What follows belongs to an exercise in optimizing a design on an open flow for small area and a short achievable clock period; a production flow would make more cautious choices.
Where RTL was checked, it was by simulation tests only, not by an equivalence proof against the original.
The clock port is modelled as an ideal driver, which makes a skipped or thinned clock tree look cheaper than it is; a real chip needs a root buffer or a tree.
Power figures rest on the tool's default switching activity, not on a simulated workload.

==> flow/design.v <==
module nibble_mem (
    input  wire        clk,
    input  wire        rst_n,    
    input  wire [3:0]  din,
    input  wire        store,
    input  wire        next,
    input  wire        prev,
    output wire [3:0]  dout,
    output reg  [5:0]  addr
);
    reg store_ff1, store_ff2;
    reg next_ff1,  next_ff2;
    reg prev_ff1,  prev_ff2;
    wire store_p = store_ff1 & ~store_ff2;
    wire next_p  = next_ff1  & ~next_ff2;
    wire prev_p  = prev_ff1  & ~prev_ff2;
    reg up;      
    reg dn;      
    reg wr;      
    reg hold;    
    reg step;    
    reg dir;     
    always @(posedge clk or negedge rst_n) begin
        if (!rst_n) begin
            store_ff1 <= 1'b0; store_ff2 <= 1'b0;
            next_ff1  <= 1'b0; next_ff2  <= 1'b0;
            prev_ff1  <= 1'b0; prev_ff2  <= 1'b0;
            up <= 1'b0;
            dn <= 1'b0;
            wr <= 1'b0;
            hold <= 1'b1;
            step <= 1'b0;
            dir  <= 1'b0;
        end else begin
            store_ff1 <= store; store_ff2 <= store_ff1;
            next_ff1  <= next;  next_ff2  <= next_ff1;
            prev_ff1  <= prev;  prev_ff2  <= prev_ff1;
            up <= store_p | next_p;
            dn <= prev_p & ~(store_p | next_p);
            wr <= store_p;
            hold <= ~(store_p | next_p | prev_p);
            step <= store_p | next_p | prev_p;
            if (store_p | next_p)
                dir <= 1'b1;
            else if (prev_p)
                dir <= 1'b0;
        end
    end
    wire [5:0] addr_inc, addr_dec;
    genvar b;
    generate
        for (b = 0; b < 6; b = b + 1) begin : g_step
            if (b == 0) begin : g_lsb
                assign addr_inc[b] = ~addr[b];
                assign addr_dec[b] = ~addr[b];
            end else begin : g_bit
                assign addr_inc[b] = addr[b] ^ (&addr[b-1:0]);
                assign addr_dec[b] = addr[b] ^ ~(|addr[b-1:0]);
            end
        end
    endgenerate
    always @(posedge clk or negedge rst_n) begin
        if (!rst_n)
            addr <= 6'd0;
        else if (step)
            addr <= dir ? addr_inc : addr_dec;
    end
    reg       par;
    reg [3:0] pos [0:63];
    wire [3:0] pv  = {4{par}};
    wire [3:0] x0  = pos[0] ^ pv;             
    wire [3:0] s0  = ~((x0 & {4{hold}}) | (pos[1] & {4{up}}) | (pos[63] & {4{dn}}));
    wire [3:0] w63 = (wr ? din : pos[0]) ^ pv;
    wire [3:0] src_up [0:63];    
    wire [3:0] src_dn [0:63];    
    genvar j;
    generate
        for (j = 1; j < 63; j = j + 1) begin : g_src
            assign src_up[j] = pos[j+1];
        end
        for (j = 2; j < 64; j = j + 1) begin : g_srd
            assign src_dn[j] = pos[j-1];
        end
    endgenerate
    assign src_up[63] = w63;
    assign src_dn[1]  = x0;
    assign src_up[0]  = 4'd0;    
    assign src_dn[0]  = 4'd0;    
    integer i;
    always @(posedge clk or negedge rst_n) begin
        if (!rst_n) begin
            par <= 1'b0;
            for (i = 0; i < 64; i = i + 1)
                pos[i] <= 4'd0;
        end else begin
            par <= ~par;
            pos[0] <= ~(s0 ^ pv);
            for (i = 1; i < 64; i = i + 1)
                pos[i] <= ~((pos[i] & {4{hold}}) | (src_up[i] & {4{up}}) | (src_dn[i] & {4{dn}}));
        end
    end
    assign dout = pos[0];
endmodule
export LEC_CHECK = 0
export CAP_MARGIN = 20
export CORE_MARGIN = 2
export CORE_UTILIZATION = 35
export CTS_CLUSTER_DIAMETER = 100
export CTS_CLUSTER_SIZE = 30
export SETUP_SLACK_MARGIN = 2.3
export SLEW_MARGIN = 20
create_clock -name core_clock -period 4.0 [get_ports {clk}]
standard.sh (not shown) runs the stock make flow with config.mk's settings and CLKGATE_MAP_FILE= SYNTH_SCRIPT=/design/flow/synth_recipe.tcl, a recipe that flattens the netlist after the stock synthesis.
==> flow/flow/run.sh <==
#!/bin/bash
# Layout flow: the standard ORFS flow (standard synthesis unchanged), with
#  - plain buffers (buf_2) on the ports instead of the default port buffer choice,
#  - resizing not restricted to the same cell footprint,
#  - CTS without dummy loads and with larger sink clusters,
#  - after CTS, a shorter clock tree, the same for every register: the clock
#    root buffer is removed and each first-level clock buffer is split in two,
#    so the clock port drives 4 first-level clock buffers directly
#    (rmroot.tcl, splitmid.tcl).
# Each tool run writes its full output to a log file in this folder.
set -euo pipefail
export BUFFER_PORTS_ARGS="-buffer_cell sky130_fd_sc_hd__buf_2"
export CTS_ARGS="-sink_clustering_enable -repair_clock_nets -dont_use_dummy_load -sink_clustering_size 30 -sink_clustering_max_diameter 100"
R=orfs/results/sky130hd/nibble_mem/base
bash standard.sh MATCH_CELL_FOOTPRINT=0 cts > make_cts.log 2>&1
ODB_IN=$R/4_cts.odb ODB_OUT=$R/4_cts.odb openroad -no_init -exit flow/rmroot.tcl > rmroot.log 2>&1
ODB_IN=$R/4_cts.odb ODB_OUT=$R/4_cts.odb openroad -no_init -exit flow/splitmid.tcl > splitmid.log 2>&1
bash standard.sh MATCH_CELL_FOOTPRINT=0 finish > make_finish.log 2>&1
Other scripts of this flow, unchanged in this note and not shown: flow/flow/rmroot.tcl, flow/flow/splitmid.tcl
Rerun with:
--- a/flow/design.v
+++ b/flow/design.v
@@ -15,37 +15,29 @@
     wire next_p  = next_ff1  & ~next_ff2;
     wire prev_p  = prev_ff1  & ~prev_ff2;
     reg up;      
     reg dn;      
     reg wr;      
-    reg hold;    
-    reg step;    
-    reg dir;     
+    reg mv;      
+    wire hold = ~mv;
     always @(posedge clk or negedge rst_n) begin
         if (!rst_n) begin
             store_ff1 <= 1'b0; store_ff2 <= 1'b0;
             next_ff1  <= 1'b0; next_ff2  <= 1'b0;
             prev_ff1  <= 1'b0; prev_ff2  <= 1'b0;
             up <= 1'b0;
             dn <= 1'b0;
             wr <= 1'b0;
-            hold <= 1'b1;
-            step <= 1'b0;
-            dir  <= 1'b0;
+            mv <= 1'b0;
         end else begin
             store_ff1 <= store; store_ff2 <= store_ff1;
             next_ff1  <= next;  next_ff2  <= next_ff1;
             prev_ff1  <= prev;  prev_ff2  <= prev_ff1;
             up <= store_p | next_p;
             dn <= prev_p & ~(store_p | next_p);
             wr <= store_p;
-            hold <= ~(store_p | next_p | prev_p);
-            step <= store_p | next_p | prev_p;
-            if (store_p | next_p)
-                dir <= 1'b1;
-            else if (prev_p)
-                dir <= 1'b0;
+            mv <= store_p | next_p | prev_p;
         end
     end
     wire [5:0] addr_inc, addr_dec;
     genvar b;
     generate
@@ -60,18 +52,19 @@
         end
     endgenerate
     always @(posedge clk or negedge rst_n) begin
         if (!rst_n)
             addr <= 6'd0;
-        else if (step)
-            addr <= dir ? addr_inc : addr_dec;
+        else if (mv)
+            addr <= up ? addr_inc : addr_dec;
     end
     reg       par;
     reg [3:0] pos [0:63];
     wire [3:0] pv  = {4{par}};
     wire [3:0] x0  = pos[0] ^ pv;             
-    wire [3:0] s0  = ~((x0 & {4{hold}}) | (pos[1] & {4{up}}) | (pos[63] & {4{dn}}));
+    wire [3:0] d1  = pos[1] ^ pv;             
+    wire [3:0] d63 = pos[63] ^ pv;            
     wire [3:0] w63 = (wr ? din : pos[0]) ^ pv;
     wire [3:0] src_up [0:63];    
     wire [3:0] src_dn [0:63];    
     genvar j;
     generate
@@ -92,11 +85,11 @@
             par <= 1'b0;
             for (i = 0; i < 64; i = i + 1)
                 pos[i] <= 4'd0;
         end else begin
             par <= ~par;
-            pos[0] <= ~(s0 ^ pv);
+            pos[0] <= up ? d1 : dn ? d63 : pos[0];
             for (i = 1; i < 64; i = i + 1)
                 pos[i] <= ~((pos[i] & {4{hold}}) | (src_up[i] & {4{up}}) | (src_dn[i] & {4{dn}}));
         end
     end
     assign dout = pos[0];
Effect: The new run completed without violations; sequential share of layout area went down by 1.0 points; cell count went up by 0.88%; routed wire length went up by 8.5%; worst hold slack barely changes; synthesized cell count barely changes; cell area went up by 0.89%; clock power stays flat; worst setup slack gets worse by 0.023 ns; clock-buffer cell count stays the same; clock skew went up by 0.021 ns.
The RTL of the second run of this note was laid out without a check of its function.

## port drivers added, routing unchanged
The results above use ideal ports. As a check the final layouts listed here were re-extracted and re-timed, cells and wires unchanged.
Step 1 assumes that a clkbuf_16 drives the clock port and a buf_2 every other input.
Step 2 times the ports against the registers' clock, not the clock port: input delays grow and output delays shrink by t, the midpoint of the rising clock arrivals with the driver on.
Three values: ideal, step 1, step 2; two values: the first two.
run	shift t [ns]	setup slack, ns	hold WS [ns]	cell pins on the clock port's net
the first run	0.375	2.338 / 2.246 / 2.176	0.382 / 0.379 / 0.382	4
the second run	0.362	2.316 / 2.229 / 2.184	0.383 / 0.383 / 0.383	4
After both steps setup and hold are still met in every run listed. The setup slack of the first run, which loses most, moves by -0.092 ns with the drivers and by -0.162 ns with both steps. Setup slack includes reset recovery checks.
